Background: an optimization exercise with open tools, aiming at small area, a short achievable clock period and few clock cycles per item. Do not read the settings as production practice.
Where RTL was checked, it was by simulation tests only, not by an equivalence proof against the original.
The RTL of runs 3 to 5 was laid out without a check of its function.

`flow/config.mk`:
```
export PLATFORM = sky130hd
export DESIGN_NAME = average
export DESIGN_NICKNAME = average
export VERILOG_FILES = /design/flow/design.v
export SDC_FILE = /design/flow/constraint.sdc
export NUM_CORES = 4
export LEC_CHECK = 0
export CAP_MARGIN = 20
export CORE_MARGIN = 2
export CORE_UTILIZATION = 40
export CTS_BUF_LIST = sky130_fd_sc_hd__clkbuf_8
export SETUP_SLACK_MARGIN = 3.0
export SLEW_MARGIN = 20
```
`flow/constraint.sdc`:
```
create_clock -name core_clock -period 6.0 [get_ports {clk}]
set_input_delay 1.2000 -clock core_clock [delete_from_list [all_inputs] [get_ports {clk}]]
set_output_delay 1.2000 -clock core_clock [all_outputs]
set_load 0.01 [all_outputs]
```
`flow/design.v`:
```
`timescale 1ns/1ps
module average #(
    parameter int NOF_BITS = 32
) (
    input  logic                clk,
    input  logic                rst_n,
    input  logic                start,
    input  logic                data_first,
    input  logic                data_last,
    input  logic [NOF_BITS-1:0] data_in,
    output logic [NOF_BITS:0]   data_out,
    output logic                busy,
    output logic                TO,
    output logic                done
);
    localparam int W = NOF_BITS;
    localparam int TIMEOUT_LIMIT = 10;
    logic       acc;       
    logic       v;         
    logic       div;       
    logic [4:0] cnt;       
    logic [W:0]   x;       
    logic [W-1:0] b;       
    logic [W-1:0] y;       
    wire waiting  = busy & ~acc & ~v & ~div;
    wire take     = acc | (waiting & data_first);
    wire to_now   = waiting & ~data_first & (cnt == 5'(TIMEOUT_LIMIT - 1));
    wire fin      = v & ~acc;                  
    wire sum_on   = v & acc;                   
    wire div_last = div & (&cnt);
    wire [4:0] x8 = {x[1:0], y[W-1:W-3]};
    wire [4:0] n5 = ~b[4:0];
    wire skip     = div & ~|x[W:2] & ~&cnt[4:2] & (~&b[W-1:5] | (x8 < n5));
    wire [W+1:0] sum = {1'b0, x} + {1'b0, div, b} + (W+2)'(div);
    wire         ge  = sum[W+1];               
    always_ff @(posedge clk) begin
        if (skip)
            x <= {{(W-5){1'b0}}, x[1:0], y[W-1:W-4]};
        else if (div)
            x <= {ge ? sum[W-1:0] : x[W-1:0], y[W-1]};
        else if (fin)
            x <= {{(W-1){1'b0}}, sum[W:W-1]};
        else if (sum_on)
            x <= sum[W:0];
        else
            x <= '0;
        if (skip)
            y <= {y[W-5:0], 4'b0};
        else if (div)
            y <= {y[W-2:0], ge};
        else if (fin)
            y <= {sum[W-2:0], 1'b0};
        else
            y <= acc ? y + 1'b1 : W'(1);
        if (fin)
            b <= ~y;
        else if (!div)
            b <= data_in;
    end
    always_ff @(posedge clk or negedge rst_n) begin
        if (!rst_n) begin
            busy     <= 1'b0;
            acc      <= 1'b0;
            v        <= 1'b0;
            div      <= 1'b0;
            cnt      <= '0;
            TO       <= 1'b0;
            done     <= 1'b0;
            data_out <= '0;
        end else begin
            TO   <= to_now;
            done <= div_last;
            v    <= take;
            if (!busy) begin
                busy <= start;
                cnt  <= '0;
            end else begin
                if (to_now | div_last) busy <= 1'b0;
                cnt <= fin ? '0 : cnt + (skip ? 5'd4 : 5'd1);
                if (take) acc <= ~data_last;
                div <= fin | (div & ~div_last);
            end
            if (div_last) data_out <= {1'b0, y[W-2:0], ge};
        end
    end
endmodule
```
`flow/flow/run.sh`:
```
#!/bin/bash
# The standard layout, except that the port buffers are the smallest
# plain buffer (buf_1) rather than the delay buffer buffer_ports picks by
# default; the resizer still upsizes any of them that timing needs.
set -euo pipefail
export BUFFER_PORTS_ARGS="-buffer_cell sky130_fd_sc_hd__buf_1"
bash standard.sh > standard_flow.log 2>&1
```
`flow/standard.sh`:
```
#!/bin/bash
# synth_recipe.tcl (not shown) runs the flow's synth.tcl, then flattens the netlist and writes it again
# the make line also repeats each setting of config.mk as NAME=value (left out here)
make -C /OpenROAD-flow-scripts/flow DESIGN_CONFIG=/design/flow/config.mk WORK_HOME=/design/flow/orfs CLKGATE_MAP_FILE= SYNTH_SCRIPT=/design/flow/synth_recipe.tcl "${@:-finish}"
```
==> results.txt, run 1 <==
Setup WS post-layout 3.088 ns; Nets between 1000 and 1500; Final Setup Violations 0; RSZ-0062 raised after global routing true; number of max-cap violations 0; Worst Hold Depth 2; dpl ws between 2 and 2.5 ns; Synthesized Nets approximately 1100; Seq/Total Area, Yosys 38.70%; WP data arrival roughly 3.3 ns; multi-input logic area approximately 0.0052 mm²; vias 7960; Root Buffer clkbuf_8; Mapped Area ~0.0086 mm²; Post-synth EDFFs 32; Critical R2R Capture x[25]$_SDFF_PP0_; Max Fanout on Critical Path 5; # diodes 0; status finished clean; Final HPWL DP approximately 19 mm; total clock sinks 140; Setup crit start kind flop; GR Overflow Total 0; setup slack, reg-to-reg 3.09 ns; IO Port Bufs between 70 and 80; Max Fclk ~0.34 GHz; row cnt 53; hold endpoint data_out[28]$_DFFE_PN0P_; GRT Total Usage a little under a quarter; Mapped Cells between 1000 and 1500; Clock Latency Late Sink about 0.45 ns; commonest non-fill, non-tap cell in the layout nand2_1; first-pass GRT wire length around 42 mm; CTS Hold Buffers Added 0; FFs w/ async S/R, synth 30.71%; non-filler cells, final approximately 1400; Initial Util 40.90%; Post-route DRC 0; Final Max Slew Viols 0; Post-Route Setup TNS 0 ns; Critical Path RT 6.38 ns; Core ar. 0.02109 mm²; antenna-violating nets left 0; cell family with most CP delay simple AND/OR/NAND/NOR gates; Hold WC Path Type flop to flop; clock slew at reported path FFs ~0.090 ns; WL/cell 19.71 µm; Num CTS Buffers 17; worst setup path class flop to flop; syn avg cell area 8.375 µm²; Clock Tree Buf Depth 2; DR iter-0 viols between 600 and 700; Inst Count DP approximately 1300; commonest non-fill, non-tap cells in the layout 200 x nand2_1, 70 x buf_1, 69 x o21ai_0; total wire length about 27 mm; CP peak stage delay 0.61 ns; Final Hold Vio Count 0; Layout area overhead 14.87%; largest net degree at the start of global routing 77; Unique masters post-synth 76; CP bufs+invs 0; register area around 0.0033 mm²; chain of cells forming the critical path ha_1 -> nand2_1 -> or4b_4 -> nand4_1 -> nand2_1 -> xnor2_1 -> a22oi_1 -> a211oi_2; total number of yosys warnings 1; reg2reg start b[16]$_DFFE_PP_; IO Pins between 70 and 80; worst r2r path cells 8; Yosys reg bits 140; measured slew at the worst slew-check pin 1.079 ns; Critical-path top delay cell or4b_4; Die Height between 150 and 200 µm; min cycle time layout around 2.9 ns; via/cell ratio between 5 and 6; Die X roughly 150 µm; most frequent CP cell nand2_1; die area around 0.023 mm²; vias in the first global route 7523; startpoint of the worst hold path data_out[28]$_DFFE_PN0P_; H-tree depth 4; fill count between 2000 and 2500; Tcrit/Tclk final 48.54%; clk_skew ~0.012 ns; antenna violations before repair 0; most used flip-flop cell after synthesis dfxtp_1; drt first pass iters 5; slew margin rel. 28.04%; layout cells sized above 1 a little over a tenth; Worst setup EP type flop; gpl congestion approximately 0.9; CTS tree done
## cells in the mapped netlist (3+ instances only)
master | instances | area, µm²
a221oi_1 | 17 | 148.9
buf_1 | 3 | 11.26
nor2_1 | 59 | 221.5
a31oi_1 | 8 | 50.05
nand3_1 | 29 | 145.1
a211oi_1 | 9 | 67.56
and3_1 | 9 | 56.30
nand2_1 | 204 | 765.7
o21ai_1 | 21 | 105.1
o21a_1 | 5 | 37.54
a22oi_1 | 8 | 60.06
a32oi_1 | 3 | 26.28
nand4_1 | 30 | 187.7
o21ai_0 | 73 | 365.4
nand2b_1 | 7 | 43.79
mux2i_1 | 29 | 290.3
edfxtp_1 | 32 | 960.9
o31ai_1 | 9 | 67.56
clkbuf_1 | 57 | 214.0
o211ai_1 | 5 | 37.54
o21bai_1 | 4 | 30.03
a221o_1 | 6 | 60.06
buf_2 | 9 | 45.04
ha_1 | 40 | 500.5
o22ai_1 | 11 | 68.82
nor2b_1 | 5 | 31.28
nor4_1 | 15 | 93.84
a21oi_1 | 51 | 255.2
a21o_1 | 14 | 105.1
dfxtp_1 | 65 | 1301
inv_1 | 16 | 60.06
xnor2_1 | 45 | 394.1
xor2_1 | 13 | 113.9
dfrtp_1 | 43 | 1076
and2_1 | 7 | 43.79
nor3_1 | 22 | 110.1
## cell families (layout without fill, tap and decap cells)
family                   count (synthesis)  after routing  synth area share [%]
multiplexers                            31             31                 3.626
adder cells (fa/ha/maj)                 42             42                 6.266
buffers and inverters                   92            146                 4.671
AND/OR/NAND/NOR                        401            401                 21.06
XOR/XNOR                                58             58                 5.889
AO/OA/AOI/OAI                          265            266                 19.74
flip-flops                             140            140                 38.70
other                                    1              1               0.04347
## registers in the layout, indices dropped and copies added (netlist names), 5 cells and up
name and cells:
x 33, b 32, y 32, data_out 32, cnt 5
## worst min-delay path, cell delays in order, from the launching register on
cell	delay, ns
dfrtp_1	0.34
nand2_1	0.05
nand2_1	0.06
## through the flow
step	hold slack, ns	util, %	area, µm²
after floorplan	0.4562	-	8627
after global routing	0.5000	46.99	9908
final	0.4764	46.99	9908
after global placement	0.4576	42.65	8995
after CTS	0.4837	45.57	9610
after detailed placement	0.4622	42.65	8995
## timing repair
item / CTS / global route
buffers inserted: 7 / 6
hold endpoints to repair: 0 / 0
gates resized for setup: 27 / 41
cloned: 1 / 1
pin swaps: 6 / 12
endpoints found under the setup margin: 58 / 52
## how the worst max path moves through the flow
| stage | depth (start not counted) | startpoint | slack (ns) | end |
|---|---|---|---|---|
| floorplan | 15 | b[1]$_DFFE_PP_ | 3.02 | cnt[4]$_DFF_PN0_ |
| global placement | 10 | b[2]$_DFFE_PP_ | 2.54 | x[26]$_SDFF_PP0_ |
| detailed placement | 10 | b[2]$_DFFE_PP_ | 2.43 | x[23]$_SDFF_PP0_ |
| CTS | 10 | b[0]$_DFFE_PP_ | 3.00 | y[11]$_DFF_P_ |
| global route | 9 | b[15]$_DFFE_PP_ | 2.97 | y[25]$_DFF_P_ |
| finish | 8 | b[16]$_DFFE_PP_ | 3.09 | x[25]$_SDFF_PP0_ |
## per-layer routing
layer  wire length, µm  GRT usage, %  vias up
li1                  -             -     3800
met1             12220         33.45     3808
met2             12340         37.61      312
met3              1638         3.584       40
met4               601         7.196        0
met5                 0             0        -
## layout make-up
class / count / area share, %
clock buffer: 17 / 2.361
clock inverter: 15 / 1.743
inverter: 17 / 0.6440
multi-input combinational: 799 / 52.52
sequential: 140 / 33.74
tap: 275 / 3.473
timing repair buffer: 97 / 5.518
Testbench counts, summed over its fixed seeds: cycles 66,598, items 1,600.
==> run 2, diff against run 1 <==
--- a/flow/config.mk
+++ b/flow/config.mk
@@ -10,4 +10,5 @@
 export CORE_UTILIZATION = 40
 export CTS_BUF_LIST = sky130_fd_sc_hd__clkbuf_8
+export GPL_ROUTABILITY_DRIVEN = 0
 export SETUP_SLACK_MARGIN = 3.0
 export SLEW_MARGIN = 20
==> run 2 against run 1 <==
  * Routed wire length did not move
  * Non-clock buffer count did not move
  * Global-route usage did not move
  * Largest cell class unchanged
  * Hold slack did not move
  * Setup slack did not move
  * Clock-buffer cell count did not move
  * Critical endpoint unchanged
==> results.txt, run 2 <==
DR iter-0 viols approximately 640; top-area cell type share of the netlist area around 15%; worst setup path class flop to flop; simple-gate share of the synthesized area between 20% and 30%; IO Pins 73; die area 0.02276 mm²; Num CTS Buffers 17; number of flip-flops in the largest register 33; total number of yosys warnings 1; Hold WC Path Type flop to flop; Final Hold Vio Count 0; Tcrit/Tclk final 48.54%; vias in the first global route about 7500; commonest non-fill, non-tap cell in the layout nand2_1; Post-route DRC 0; Seq/Total Area, Yosys between 30 and 40%; measured slew at the worst slew-check pin approximately 1.1 ns; first-pass GRT wire length 41.86 mm; Layout area overhead 14.87%; CP bufs+invs 0; Post-Synth XOR/XNOR Area under 10%; Synthesized Nets between 1000 and 1500; Post-Route Setup TNS 0 ns; fraction of synthesized area in multiplexers about 3.6%; GR Overflow Total 0; Nets between 1000 and 1500; Compound-Gate Fraction of Synth Area between 10% and 20%; Final Setup Violations 0; Max Fclk between 0.3 and 0.4 GHz; clk_skew between 0.01 and 0.015 ns; H-tree depth 4; fill count about 2100; commonest non-fill, non-tap cells in the layout 200 x nand2_1, 70 x buf_1, 69 x o21ai_0; total clock sinks 140; WP data arrival 3.29 ns; Die Height between 150 and 200 µm; Setup crit start kind flop; vias 7960; total wire length between 20 and 30 mm; GRT Total Usage a little under a quarter; Core ar. between 0.02 and 0.025 mm²; largest area contributor in the netlist dfxtp_1; worst hold slack ~0.48 ns; Final Max Slew Viols 0; Adder-Cell Fraction of Synth Area roughly 6.3%; Initial Util between 40% and 50%; status finished clean; Max Fanout on Critical Path 5; Clock Tree Buf Depth 2; chain of cells forming the critical path ha_1 -> nand2_1 -> or4b_4 -> nand4_1 -> nand2_1 -> xnor2_1 -> a22oi_1 -> a211oi_2; antenna-violating nets left 0; Root Buffer clkbuf_8; most frequent cell after synthesis nand2_1; syn avg cell area 8.375 µm²; Yosys reg bits 140; CTS tree done; Unique masters post-synth between 70 and 80; RSZ-0062 raised after global routing true; Worst setup EP type flop; Critical-path top delay cell or4b_4; Critical Path RT 6.38 ns; Post-synth EDFFs 32; Clock Latency Late Sink 0.45 ns; Mapped Cells a little over 1000; layout cells sized above 1 10.88%; drt first pass iters 5; FFs w/ async S/R, synth between 30% and 40%; Mapped Area 0.008626 mm²; number of max-cap violations 0; Final HPWL DP 18.67 mm; cell family with most CP delay simple AND/OR/NAND/NOR gates; Die X 150.9 µm; slew margin rel. between 20% and 30%; via/cell ratio between 5 and 6; IO Port Bufs 71; Area contributors post-synth dfxtp_1 15%, dfrtp_1 12%, edfxtp_1 11%, nand2_1 8.9%, ha_1 5.8%; min cycle time layout just under 3 ns; largest reg by FF count x; largest family of logic cells by synthesized area simple AND/OR/NAND/NOR gates; largest net degree at the start of global routing between 70 and 80; WL/cell ~20 µm; # diodes 0; most used flip-flop cell after synthesis dfxtp_1; Commonest cells post-synth 204 x nand2_1, 73 x o21ai_0, 65 x dfxtp_1, 59 x nor2_1, 57 x clkbuf_1; CP peak stage delay about 0.61 ns; clock slew at reported path FFs around 0.09 ns; row cnt 53; most frequent CP cell nand2_1; antenna violations before repair 0
[run 2: layout make-up]
| class | count | area (µm²) | share of cell area, % |
|---|---|---|---|
| clock inverters | 15 | 172.7 | 1.743 |
| flip-flops and latches | 140 | 3343 | 33.74 |
| inverters | 17 | 63.81 | 0.6440 |
| repair buffers | 97 | 546.8 | 5.518 |
| multi-input cells | 799 | 5204 | 52.52 |
| clock buffers | 17 | 234.0 | 2.361 |
| well taps | 275 | 344.1 | 3.473 |
[run 2: worst reg2reg max path: cells and delay by family (launching register included)]
family          cells  cell delay, ns
flops               1            0.46
xor+xnor            1            0.56
fa+ha+maj           1            0.45
simple gates        4            0.94
compound gates      2            0.44
[run 2: through the flow]
stage | util, % | setup slack [ns] | instances | instance area, µm²
after floorplan | - | 3.019 | 1030 | 8627
after global placement | 42.65 | 2.536 | 1313 | 8995
after detailed placement | 42.65 | 2.434 | 1313 | 8995
after CTS | 45.57 | 3.002 | 1353 | 9610
after global routing | 46.99 | 2.970 | 1360 | 9908
final | 46.99 | 3.088 | 1360 | 9908
[run 2: worst paths after layout]
kind	endpoint	slack (ns)	from	cells after the start
worst max register to register	x[25]$_SDFF_PP0_	3.09	b[16]$_DFFE_PP_	8
max in group asynchronous	div$_DFFE_PN0P_	4.76	rst_n	2
worst max-delay path	x[25]$_SDFF_PP0_	3.09	b[16]$_DFFE_PP_	8
min in group asynchronous	data_out[21]$_DFFE_PN0P_	0.81	rst_n	2
worst min-delay path	data_out[28]$_DFFE_PN0P_	0.48	data_out[28]$_DFFE_PN0P_	2
worst min register to register	data_out[28]$_DFFE_PN0P_	0.48	data_out[28]$_DFFE_PN0P_	2
[run 2: routing by layer]
metal / global-route usage (%) / routed length, µm / vias to the layer above
li1: - / - / 3800
met1: 33.45 / 12220 / 3808
met2: 37.61 / 12340 / 312
met3: 3.584 / 1638 / 40
met4: 7.196 / 601 / 0
met5: 0 / 0 / -
[run 2: kinds of logic (layout without fill, tap and decap cells)]
group                    Yosys count  in the layout
adder cells (fa/ha/maj)           42             42
other                              1              1
flip-flops                       140            140
AND/OR/NAND/NOR                  401            401
multiplexers                      31             31
buffers and inverters             92            146
AO/OA/AOI/OAI                    265            266
XOR/XNOR                          58             58
[run 2: repair_timing]
item | CTS | global route
pin swaps | 6 | 12
endpoints found under the hold margin | 0 | 0
buffers inserted | 7 | 6
gates resized for setup | 27 | 41
gates cloned | 1 | 1
setup endpoints to repair | 58 | 52
hold buffers | 0 | 0
==> run 3, diff against run 2 <==
--- a/flow/design.v
+++ b/flow/design.v
@@ -29,12 +29,19 @@
     wire sum_on   = v & acc;                   
     wire div_last = div & (&cnt);
-    wire [4:0] x8 = {x[1:0], y[W-1:W-3]};
-    wire [4:0] n5 = ~b[4:0];
-    wire skip     = div & ~|x[W:2] & ~&cnt[4:2] & (~&b[W-1:5] | (x8 < n5));
+    wire       x_small = ~|x[W:3];
+    wire       n_ge64  = ~&b[W-1:6];
+    wire [5:0] n6      = ~b[5:0];
+    wire       skip4   = div & x_small & ~&cnt[4:2]
+                       & (n_ge64 | ({x[2:0], y[W-1:W-3]} < n6));
+    wire       skip2   = div & x_small & ~&cnt[4:1] & ~skip4
+                       & (n_ge64 | ({2'b0, x[2:0], y[W-1]} < n6));
+    wire       skip    = skip4 | skip2;
     wire [W+1:0] sum = {1'b0, x} + {1'b0, div, b} + (W+2)'(div);
     wire         ge  = sum[W+1];               
     always_ff @(posedge clk) begin
-        if (skip)
-            x <= {{(W-5){1'b0}}, x[1:0], y[W-1:W-4]};
+        if (skip4)
+            x <= {{(W-6){1'b0}}, x[2:0], y[W-1:W-4]};
+        else if (skip2)
+            x <= {{(W-4){1'b0}}, x[2:0], y[W-1:W-2]};
         else if (div)
             x <= {ge ? sum[W-1:0] : x[W-1:0], y[W-1]};
@@ -45,6 +52,8 @@
         else
             x <= '0;
-        if (skip)
+        if (skip4)
             y <= {y[W-5:0], 4'b0};
+        else if (skip2)
+            y <= {y[W-3:0], 2'b0};
         else if (div)
             y <= {y[W-2:0], ge};
@@ -77,5 +86,5 @@
             end else begin
                 if (to_now | div_last) busy <= 1'b0;
-                cnt <= fin ? '0 : cnt + (skip ? 5'd4 : 5'd1);
+                cnt <= fin ? '0 : cnt + (skip4 ? 5'd4 : skip2 ? 5'd2 : 5'd1);
                 if (take) acc <= ~data_last;
                 div <= fin | (div & ~div_last);
--- a/flow/config.mk
+++ b/flow/config.mk
@@ -10,5 +10,4 @@
 export CORE_UTILIZATION = 40
 export CTS_BUF_LIST = sky130_fd_sc_hd__clkbuf_8
-export GPL_ROUTABILITY_DRIVEN = 0
 export SETUP_SLACK_MARGIN = 3.0
 export SLEW_MARGIN = 20
==> run 3 against run 2 <==
  * Clock skew increased by 0.011 ns
  * Via count increased by 9.3%
  * Critical endpoint is now x[23]$_SDFF_PP0_
  * Sequential share of layout area decreased by 2.8 points
==> results.txt, run 3 <==
register area between 0.003 and 0.004 mm²; Layout area overhead 17.99%; Mapped Area ~0.0092 mm²; IO Pins 73; Root Buffer clkbuf_8; total clock sinks 140; Seq/Total Area, Yosys 36.41%; Compound-Gate Fraction of Synth Area approximately a quarter; Post-synth EDFFs 32; commonest non-fill, non-tap cells in the layout 122 x nand2_1, 99 x o21ai_0, 81 x a21oi_1; top-area cell type share of the netlist area between 10% and 20%; Commonest cells post-synth 128 x nand2_1, 107 x o21ai_0, 89 x a21oi_1, 78 x nor2_1, 66 x clkbuf_1; antenna-violating nets left 0; hold endpoint data_out[9]$_DFFE_PN0P_; Num CTS Buffers 17; CTS tree done; simple-gate share of the synthesized area about 18%; Max Fanout on Critical Path 4; Mapped Cells ~1100; Unique masters post-synth 67; most frequent cell after synthesis nand2_1; number of flip-flops in the largest register 33; total number of yosys warnings 1; clock slew at reported path FFs approximately 0.09 ns; layout cells sized above 1 18.61%; DP Area 0.009590 mm²; setup slack, reg-to-reg just under 3 ns; clk_skew around 0.023 ns; IO Port Bufs between 70 and 80; WP data arrival between 3 and 4 ns; Critical R2R Capture x[23]$_SDFF_PP0_; slew margin rel. about a third; RSZ-0062 raised after global routing true; Synthesized Nets between 1000 and 1500; Clock Tree Buf Depth 2; first-pass GRT wire length between 40 and 50 mm; Final HPWL DP about 22 mm; Worst Hold Depth 1; dpl ws between 1.5 and 2 ns; Post-Route Setup TNS 0 ns; most used flip-flop cell after synthesis dfxtp_1; antenna violations before repair 0; Core ar. roughly 0.023 mm²; Area contributors post-synth dfxtp_1 14%, dfrtp_1 12%, edfxtp_1 10%, ha_1 6.0%, o21ai_0 5.8%; WL/cell 21.36 µm; Clock Latency Late Sink approximately 0.47 ns; die area ~0.024 mm²; GRT Total Usage roughly a quarter; largest net degree at the start of global routing 66; Tcrit/Tclk final between 50% and 60%; Die X 155.4 µm; fraction of synthesized area in multiplexers under 10%; fin area between 0.01 and 0.015 mm²; Initial Util about 40%; largest area contributor in the netlist dfxtp_1; largest reg by FF count x; gpl congestion between 0.9 and 1; fill count 2172; # diodes 0; Die Height approximately 160 µm; Post-route DRC 0; Setup WS post-layout about 3.0 ns; status finished clean; Post-Synth XOR/XNOR Area about 5.4%; Inst Count DP roughly 1400; Final Hold Vio Count 0; FFs w/ async S/R, synth a little under a third; H-tree depth 4; Adder-Cell Fraction of Synth Area 6.660%; reg2reg start b[14]$_DFFE_PP_; Final Setup Violations 0; DR iter-0 viols 829; largest family of logic cells by synthesized area compound AO/OA/AOI/OAI gates; Final Max Slew Viols 0; worst r2r path cells 11; multi-input logic area between 0.006 and 0.007 mm²; Max Fclk between 0.3 and 0.4 GHz; number of max-cap violations 0; drt first pass iters 5; measured slew at the worst slew-check pin ~0.97 ns; min cycle time layout 3.042 ns; vias roughly 8700; GR Overflow Total 0; worst setup path class flop to flop; via/cell ratio approximately 6.1; row cnt 55; syn avg cell area between 8 and 9 µm²; Yosys reg bits 140; Hold WC Path Type flop to flop; total wire length just over 30 mm; Setup crit start kind flop; Critical Path RT roughly 6.4 ns; vias in the first global route 8162; non-filler cells, final between 1000 and 1500; commonest non-fill, non-tap cell in the layout nand2_1; Nets approximately 1200; Worst setup EP type flop; startpoint of the worst hold path data_out[9]$_DFFE_PN0P_
-- run 3: cell count changes in the layout (fill, tap and decap cells not counted), sizes merged, moves of 7 or more --
cell    delta
o211ai    +12
a211oi     +9
xnor2     -12
a31oi      -7
nor2      +18
mux2      +32
o21ai     +11
mux2i     -15
nand2     -74
or3        +7
buf       +20
a21oi     +37
xor2      +11
-- run 3: per-stage QoR --
| step | hold WS, ns | utilization [%] |
|---|---|---|
| after floorplan | 0.4991 | - |
| after global placement | 0.4891 | 42.49 |
| after detailed placement | 0.4939 | 42.49 |
| after CTS | 0.5150 | 46.22 |
| after global routing | 0.5319 | 47.92 |
| final | 0.5105 | 47.92 |
-- run 3: worst max-delay path by stage --
| stage | cells after the start | endpoint | slack (ns) | startpoint |
|---|---|---|---|---|
| 3_5_place_dp | 11 | cnt[4]$_DFF_PN0_ | 1.97 | div$_DFFE_PN0P_ |
| 6_report | 11 | x[23]$_SDFF_PP0_ | 2.96 | b[14]$_DFFE_PP_ |
| 2_1_floorplan | 12 | y[29]$_DFF_P_ | 3.08 | b[0]$_DFFE_PP_ |
| 5_1_grt | 12 | y[15]$_DFF_P_ | 2.90 | div$_DFFE_PN0P_ |
| 4_1_cts | 12 | cnt[4]$_DFF_PN0_ | 2.96 | div$_DFFE_PN0P_ |
| 3_3_place_gp | 12 | cnt[3]$_DFF_PN0_ | 2.08 | div$_DFFE_PN0P_ |
-- run 3: timing repair --
action	4_1_cts	5_1_grt
pin swaps	18	16
resized for setup	56	58
setup endpoints to repair	70	55
hold buffers	0	0
gates cloned	2	0
buffers inserted	18	16
-- run 3: cells by family after synthesis --
logic type               count (synthesis)
AND/OR/NAND/NOR                        350
AO/OA/AOI/OAI                          339
flip-flops                             140
buffers and inverters                   96
XOR/XNOR                                57
multiplexers                            48
adder cells (fa/ha/maj)                 47
other                                    1
-- run 3: cell type report --
cell class                      count  area share [%]
Timing Repair inverter              1         0.04627
Inverter                           19          0.7287
Multi-Input combinational cell    843           55.49
Tap cell                          285           3.297
Timing Repair Buffer              115           5.703
Clock inverter                     12           1.261
Sequential cell                   140           30.93
Clock buffer                       20           2.545
-- run 3: metal layers --
layer,share of wire (%),up-vias,track usage [%]
li1,-,4100,-
met1,46,4159,35.74
met2,45,379,40.03
met3,6.8,59,3.677
met4,2.7,0,7.514
met5,0,-,0
-- run 3: worst max-delay path, cell delays in order (launching register included) --
cell      delay (ns)
edfxtp_1        0.47
ha_4            0.33
nand2_4         0.06
or3_4           0.36
or4_4           0.44
o32ai_4         0.21
mux2i_1         0.15
a311oi_2        0.43
buf_4           0.20
mux2i_1         0.06
o22a_1          0.18
nor2_1          0.08
==> run 4, diff against run 3 <==
--- a/flow/design.v
+++ b/flow/design.v
@@ -19,4 +19,6 @@
     logic       v;         
     logic       div;       
+    logic       sub;       
+    logic       lead;      
     logic [4:0] cnt;       
     logic [W:0]   x;       
@@ -29,33 +31,22 @@
     wire sum_on   = v & acc;                   
     wire div_last = div & (&cnt);
-    wire       x_small = ~|x[W:3];
-    wire       n_ge64  = ~&b[W-1:6];
-    wire [5:0] n6      = ~b[5:0];
-    wire       skip4   = div & x_small & ~&cnt[4:2]
-                       & (n_ge64 | ({x[2:0], y[W-1:W-3]} < n6));
-    wire       skip2   = div & x_small & ~&cnt[4:1] & ~skip4
-                       & (n_ge64 | ({2'b0, x[2:0], y[W-1]} < n6));
-    wire       skip    = skip4 | skip2;
-    wire [W+1:0] sum = {1'b0, x} + {1'b0, div, b} + (W+2)'(div);
-    wire         ge  = sum[W+1];               
+    wire skip     = lead & ~|x[1:0] & ~|y[W-1:W-3] & ~&cnt[4:2];
+    wire [W:0] sum = x + {sub, b} + (W+1)'(sub);
+    wire       q   = ~sum[W];                  
     always_ff @(posedge clk) begin
-        if (skip4)
-            x <= {{(W-6){1'b0}}, x[2:0], y[W-1:W-4]};
-        else if (skip2)
-            x <= {{(W-4){1'b0}}, x[2:0], y[W-1:W-2]};
+        if (skip)
+            x <= {{W{1'b0}}, y[W-4]};
         else if (div)
-            x <= {ge ? sum[W-1:0] : x[W-1:0], y[W-1]};
+            x <= {sum[W-1:0], y[W-1]};
         else if (fin)
             x <= {{(W-1){1'b0}}, sum[W:W-1]};
         else if (sum_on)
-            x <= sum[W:0];
+            x <= sum;
         else
             x <= '0;
-        if (skip4)
+        if (skip)
             y <= {y[W-5:0], 4'b0};
-        else if (skip2)
-            y <= {y[W-3:0], 2'b0};
         else if (div)
-            y <= {y[W-2:0], ge};
+            y <= {y[W-2:0], q};
         else if (fin)
             y <= {sum[W-2:0], 1'b0};
@@ -64,5 +55,7 @@
         if (fin)
             b <= ~y;
-        else if (!div)
+        else if (div)
+            b <= b ^ {W{~skip & (q ^ sub)}};
+        else
             b <= data_in;
     end
@@ -73,4 +66,6 @@
             v        <= 1'b0;
             div      <= 1'b0;
+            sub      <= 1'b0;
+            lead     <= 1'b0;
             cnt      <= '0;
             TO       <= 1'b0;
@@ -86,9 +81,16 @@
             end else begin
                 if (to_now | div_last) busy <= 1'b0;
-                cnt <= fin ? '0 : cnt + (skip4 ? 5'd4 : skip2 ? 5'd2 : 5'd1);
+                cnt <= fin ? '0 : cnt + (skip ? 5'd4 : 5'd1);
                 if (take) acc <= ~data_last;
                 div <= fin | (div & ~div_last);
             end
-            if (div_last) data_out <= {1'b0, y[W-2:0], ge};
+            if (fin)
+                sub <= 1'b1;
+            else if (div_last)
+                sub <= 1'b0;
+            else if (div & ~skip)
+                sub <= q;
+            lead <= fin | skip;
+            if (div_last) data_out <= {1'b0, y[W-2:0], q};
         end
     end
==> run 4 against run 3 <==
  * Still clean
  * Maximum frequency is 0.59% lower
  * Routed wire length shrank 14%
  * Core utilization fell by 0.085 points
  * Synthesized cell count down 8.8%
  * Cell count decreased by 8.4%
  * Global-route usage down 1.6 points
  * Flip-flop and latch count grew 2
  * Hold slack got worse by 0.0036 ns
  * Clock skew shrank 0.0073 ns
  * Highest routed layer unchanged
==> results.txt, run 4 <==
Seq/Total Area, Yosys between 30% and 40%; Synthesized Nets 1057; total clock sinks 142; Post-synth EDFFs 0; GR Overflow Total 0; total number of yosys warnings 1; non-filler cells, final around 1300; Worst Hold Depth 2; Final HPWL DP approximately 17 mm; Worst setup EP type flop; H-tree depth 4; DP Area between 0.008 and 0.009 mm²; GRT Total Usage 23.63%; clk_skew about 0.016 ns; vias between 7000 and 8000; Commonest cells post-synth 97 x dfxtp_1, 93 x a21oi_1, 89 x o21ai_0, 74 x nand2_1, 56 x clkbuf_1; worst r2r path cells 11; die area about 0.022 mm²; largest area contributor in the netlist dfxtp_1; fin area between 0.009 and 0.01 mm²; DR iter-0 viols around 620; measured slew at the worst slew-check pin approximately 0.89 ns; Clock Latency Late Sink around 0.47 ns; most used flip-flop cell after synthesis dfxtp_1; Clock Tree Buf Depth 2; setup slack, reg-to-reg between 2 and 3 ns; slew margin rel. 39.90%; syn avg cell area 8.448 µm²; first-pass GRT wire length 41.07 mm; worst setup path class flop to flop; IO Pins 73; Max Fclk 0.3268 GHz; layout cells sized above 1 around 16%; IO Port Bufs 71; Hold WC Path Type flop to flop; WP data arrival approximately 3.4 ns; Final Hold Vio Count 0; Critical Path RT between 6 and 7 ns; Die Height between 100 and 150 µm; Final Setup Violations 0; Root Buffer clkbuf_8; status finished clean; number of max-cap violations 0; WL/cell 19.95 µm; Post-Route Setup TNS 0 ns; Unique masters post-synth 66; Inst Count DP 1261; clock slew at reported path FFs about 0.090 ns; commonest non-fill, non-tap cells in the layout 95 x dfxtp_1, 89 x o21ai_0, 83 x a21oi_1; Mapped Area around 0.0083 mm²; antenna-violating nets left 0; min cycle time layout 3.060 ns; startpoint of the worst hold path data_out[16]$_DFFE_PN0P_; drt first pass iters 5; commonest non-fill, non-tap cell in the layout dfxtp_1; Tcrit/Tclk final around half; most frequent cell after synthesis dfxtp_1; fin util 47.84%; Setup crit start kind flop; CTS tree done; Layout area overhead 16.94%; Num CTS Buffers 17; Max Fanout on Critical Path 36; Initial Util between 40% and 50%; row cnt 52; CTS Hold Buffers Added 0; Yosys reg bits between 100 and 150; Area contributors post-synth dfxtp_1 23%, dfrtp_1 14%, a21oi_1 5.6%, o21ai_0 5.4%, ha_1 5.3%; antenna violations before repair 0; gpl congestion roughly 0.90; Core ar. 0.02030 mm²; largest reg by FF count x; via/cell ratio just under 6; total wire length between 20 and 30 mm; Mapped Cells 983; Critical R2R Capture b[24]$_DFF_P_; hold endpoint data_out[16]$_DFFE_PN0P_; number of flip-flops in the largest register 33; FFs w/ async S/R, synth around a third; # diodes 0; reg2reg start b[26]$_DFF_P_; largest net degree at the start of global routing 55; RSZ-0062 raised after global routing true; vias in the first global route between 7000 and 8000; Nets between 1000 and 1500; top-area cell type share of the netlist area approximately a quarter; fill count approximately 2000; Final Max Slew Viols 0; Die X about 150 µm; Post-route DRC 0
-- run 4: cell types whose count changed in the layout (fill, tap and decap cells not counted), sizes merged, moves of 12 or more --
cell / before / now
dfxtp: 65 / 97
nor4: 17 / 5
nor2: 78 / 54
and3: 10 / 49
nand2: 130 / 74
nand4: 26 / 6
edfxtp: 32 / 0
mux2i: 14 / 0
o22ai: 12 / 54
a211oi: 19 / 6
buf: 115 / 98
nor3: 19 / 44
o21ai: 107 / 91
-- run 4: cells by family after synthesis --
logic type / after synthesis / share of synthesized area, %
compound gates: 331 / 24.70
simple gates: 290 / 17.34
flops: 142 / 36.94
buf+inv: 93 / 4.987
xor+xnor: 61 / 6.434
fa+ha+maj: 37 / 5.756
mux: 28 / 3.797
other cells: 1 / 0.04516
-- run 4: what timing repair did --
item                                    4_1_cts  5_1_grt
endpoints found under the setup margin       53       52
resized for setup                            30       45
buffers inserted                             13        3
endpoints found under the hold margin         0        0
gates cloned                                  3        3
pin swaps                                     9       32
-- run 4: cell type report --
| class | instances | area, µm² | share of cell area (%) |
|---|---|---|---|
| multi-input cells | 751 | 5218 | 53.73 |
| well taps | 270 | 337.8 | 3.479 |
| clock inverters | 14 | 158.9 | 1.636 |
| flip-flops and latches | 142 | 3073 | 31.65 |
| inverters | 19 | 71.32 | 0.7344 |
| repair buffers | 101 | 604.3 | 6.223 |
| clock buffers | 18 | 247.7 | 2.551 |
-- run 4: worst max path at each step --
stage                     cells past startpoint          endpoint            start
final                                        11     b[24]$_DFF_P_    b[26]$_DFF_P_
after global routing                         15     b[15]$_DFF_P_  sub$_DFFE_PN0P_
after CTS                                    10  x[28]$_SDFF_PP0_    b[12]$_DFF_P_
after detailed placement                     13     b[18]$_DFF_P_  sub$_DFFE_PN0P_
after global placement                       13     b[27]$_DFF_P_  sub$_DFFE_PN0P_
after floorplan                              14     b[12]$_DFF_P_  sub$_DFFE_PN0P_
-- run 4: metrics by stage --
step           setup WS (ns)  hold slack, ns
3_5_place_dp           2.033          0.4767
2_1_floorplan          3.148          0.4486
3_3_place_gp           2.196          0.4717
5_1_grt                2.809          0.5278
4_1_cts                3.005          0.5017
6_report               2.940          0.5069
-- run 4: worst max-delay path, cell delays in order, from the launching register on --
cell and delay, ns:
dfxtp_1 0.33, ha_1 0.37, o21a_1 0.25, a21oi_2 0.23
o21a_1 0.18, o21ai_2 0.12, nor4_2 0.69, a31oi_4 0.08
buf_8 0.22, and3_1 0.20, nor3_1 0.14, o22ai_1 0.10
-- run 4: routing by layer --
layer  GRT usage (%)  routed length, µm  part of all wire, %  up-vias
li1                -                  -                    -     3725
met1           33.67              12400                   47     3745
met2           36.13              11750                   45      260
met3           3.650               1398                  5.3       50
met4           9.095                680                  2.6        0
met5               0                  0                    0        -
==> run 5, diff against run 4 <==
--- a/flow/config.mk
+++ b/flow/config.mk
@@ -10,4 +10,4 @@
 export CORE_UTILIZATION = 40
 export CTS_BUF_LIST = sky130_fd_sc_hd__clkbuf_8
-export SETUP_SLACK_MARGIN = 3.0
+export SETUP_SLACK_MARGIN = 3.2
 export SLEW_MARGIN = 20
==> run 5 against run 4 <==
  * Clock skew barely moved
  * Maximum frequency fell by 0.99%
  * Critical endpoint is now b[2]$_DFF_P_
  * Highest routed layer unchanged
  * Still clean on timing, DRC and antenna
  * Non-clock buffer count rose by 42
  * Setup slack got worse by 0.031 ns
  * Flip-flop and latch count did not move
  * Synthesized cell count did not move
  * Clock-buffer cell count rose by 1
==> results.txt, run 5 <==
row cnt 52; GRT Total Usage between 20% and 30%; Nets between 1000 and 1500; Mapped Area 0.008304 mm²; Die Height 148.1 µm; vias in the first global route around 7700; Clock Tree Buf Depth 2; top-area cell type share of the netlist area 23.38%; Post-synth EDFFs 0; clock slew at reported path FFs 0.09 ns; largest net degree at the start of global routing 53; Mapped Cells 983; total wire length approximately 29 mm; chain of cells forming the critical path ha_1 -> o21a_1 -> a21oi_2 -> o21a_1 -> o21ai_2 -> nand3_1 -> o211a_4 -> buf_6 -> and3_1 -> nor3_2 -> o22ai_1; worst hold slack about 0.5 ns; CTS Hold Buffers Added 0; Die X approximately 150 µm; Setup crit start kind flop; Unique masters post-synth 66; Clock Latency Late Sink approximately 0.48 ns; Post-route DRC 0; WP data arrival ~3.4 ns; WL/cell around 21 µm; H-tree depth 4; hold endpoint data_out[16]$_DFFE_PN0P_; status finished clean; Num CTS Buffers 17; most frequent CP cell o21a_1; measured slew at the worst slew-check pin 1.026 ns; Root Buffer clkbuf_8; min cycle time layout 3.091 ns; Layout area overhead 30.33%; Synthesized Nets 1057; Area contributors post-synth dfxtp_1 23%, dfrtp_1 14%, a21oi_1 5.6%, o21ai_0 5.4%, ha_1 5.3%; vias about 8000; syn avg cell area between 8 and 9 µm²; Critical R2R Capture b[2]$_DFF_P_; Worst Hold Depth 2; clk_skew approximately 0.016 ns; reg2reg start b[27]$_DFF_P_; IO Pins 73; commonest non-fill, non-tap cells in the layout 90 x dfxtp_1, 79 x o21ai_0, 72 x a21oi_1; Final Hold Vio Count 0; Core ar. 0.02030 mm²; most frequent cell after synthesis dfxtp_1; Post-Route Setup TNS 0 ns; die area between 0.02 and 0.025 mm²; # diodes 0; Yosys reg bits between 100 and 150; Commonest cells post-synth 97 x dfxtp_1, 93 x a21oi_1, 89 x o21ai_0, 74 x nand2_1, 56 x clkbuf_1; CP peak stage delay around 0.44 ns; Setup WS post-layout around 2.9 ns; cell family with most CP delay compound AO/OA/AOI/OAI gates; largest reg by FF count x; antenna violations before repair 0; commonest non-fill, non-tap cell in the layout dfxtp_1; total clock sinks ~140; gpl congestion roughly 0.9; Worst setup EP type flop; DR iter-0 viols around 730; Final HPWL DP approximately 17 mm; drt first pass iters 5; total number of yosys warnings 1; Final Setup Violations 0; Critical-path top delay cell ha_1; layout cells sized above 1 26.91%; fin util between 50% and 60%; antenna-violating nets left 0; CP bufs+invs 1; worst setup path class flop to flop; Initial Util 40.91%; Tcrit/Tclk final 51.52%; worst r2r path cells 11; setup slack, reg-to-reg approximately 2.9 ns; Final Max Slew Viols 0; startpoint of the worst hold path data_out[16]$_DFFE_PN0P_; via/cell ratio about 6.1; CTS tree done; largest area contributor in the netlist dfxtp_1; dpl ws roughly 1.9 ns; first-pass GRT wire length between 40 and 50 mm; FFs w/ async S/R, synth 31.69%; GR Overflow Total 0; Max Fanout on Critical Path 7; IO Port Bufs between 70 and 80; slew margin rel. a little under a third; Max Fclk roughly 0.32 GHz; WP depth 11; Hold WC Path Type flop to flop; number of max-cap violations 0; Critical Path RT approximately 6.3 ns; RSZ-0062 raised after global routing true; Seq/Total Area, Yosys approximately 37%; number of flip-flops in the largest register 33; most used flip-flop cell after synthesis dfxtp_1
-- run 5: cell counts after synthesis --
No cell type changed its count.
-- run 5: final cells by class --
class | instances | area [µm²]
clock buffer | 19 | 261.5
clock inverter | 13 | 178.9
fill | 1866 | 9477
inverter | 19 | 75.07
multi-input combinational | 753 | 5839
sequential | 142 | 3082
tap | 270 | 337.8
timing repair buffer | 143 | 1049
-- run 5: how the worst max path moves through the flow --
stage | start | end | slack, ns
2_1_floorplan | sub$_DFFE_PN0P_ | b[8]$_DFF_P_ | 3.20
4_1_cts | sub$_DFFE_PN0P_ | data_out[0]$_DFFE_PN0P_ | 2.97
5_1_grt | b[27]$_DFF_P_ | b[9]$_DFF_P_ | 2.85
3_3_place_gp | sub$_DFFE_PN0P_ | b[8]$_DFF_P_ | 2.04
6_report | b[27]$_DFF_P_ | b[2]$_DFF_P_ | 2.91
3_5_place_dp | sub$_DFFE_PN0P_ | b[9]$_DFF_P_ | 1.85
-- run 5: what timing repair did --
action	4_1_cts	5_1_grt
cloned	6	7
setup endpoints to repair	72	84
gates resized for setup	89	125
hold endpoints to repair	0	0
setup buffers	30	23
pin swaps	42	100
-- run 5: cell families after synthesis --
group / after synthesis / synth area share, %
other: 1 / 0.04516
AO/OA/AOI/OAI: 331 / 24.70
XOR/XNOR: 61 / 6.434
multiplexers: 28 / 3.797
AND/OR/NAND/NOR: 290 / 17.34
flip-flops: 142 / 36.94
adder cells (fa/ha/maj): 37 / 5.756
buffers and inverters: 93 / 4.987
-- run 5: through the flow --
stage | cells | instance area, µm²
2_1_floorplan | 983 | 8318
3_3_place_gp | 1261 | 8675
3_5_place_dp | 1261 | 8675
4_1_cts | 1329 | 9888
5_1_grt | 1359 | 10820
6_report | 1359 | 10820
-- run 5: worst register-to-register path, stage by stage (launching register included) --
cell     delay, ns
dfxtp_1       0.34
ha_1          0.44
o21a_1        0.24
a21oi_2       0.09
o21a_1        0.20
o21ai_2       0.35
nand3_1       0.37
o211a_4       0.34
buf_6         0.18
and3_1        0.18
nor3_2        0.14
o22ai_1       0.09
-- run 5: per-layer routing --
layer | up-vias | GRT usage, % | part of all wire, %
met5 | - | 0 | 0
met4 | 0 | 7.905 | 2.9
met3 | 66 | 4.325 | 6.8
met2 | 328 | 38.47 | 45
met1 | 4010 | 34.45 | 45
li1 | 3836 | - | -

==> separate check: timing with driven ports <==
In the flow no input, the clock included, has a driving cell. The finished layouts below were timed again as built, in two steps.
Step 1 assumes that a clkbuf_16 drives the clock port and a buf_2 every other input.
Step 2, shift: input delay + t, output delay - t, t = (earliest + latest rising clock arrival at the registers) / 2. This alone moves slack from input paths to output paths.
a / b / c = ideal / step 1 / step 2; a / b = the first two.
run	t, ns	slack for setup (ns)	latest minus earliest clock arrival (ns)	pins driven straight from the clock port
run 1	0.483	3.088 / 3.088 / 3.088	0.012 / 0.012	1
run 2	0.483	3.088 / 3.088 / 3.088	0.012 / 0.012	1
run 3	0.502	2.958 / 2.958 / 2.958	0.023 / 0.023	1
run 4	0.503	2.940 / 2.940 / 2.940	0.015 / 0.016	1
run 5	0.512	2.909 / 2.909 / 2.909	0.016 / 0.016	1
After both steps every run listed still meets setup and hold.
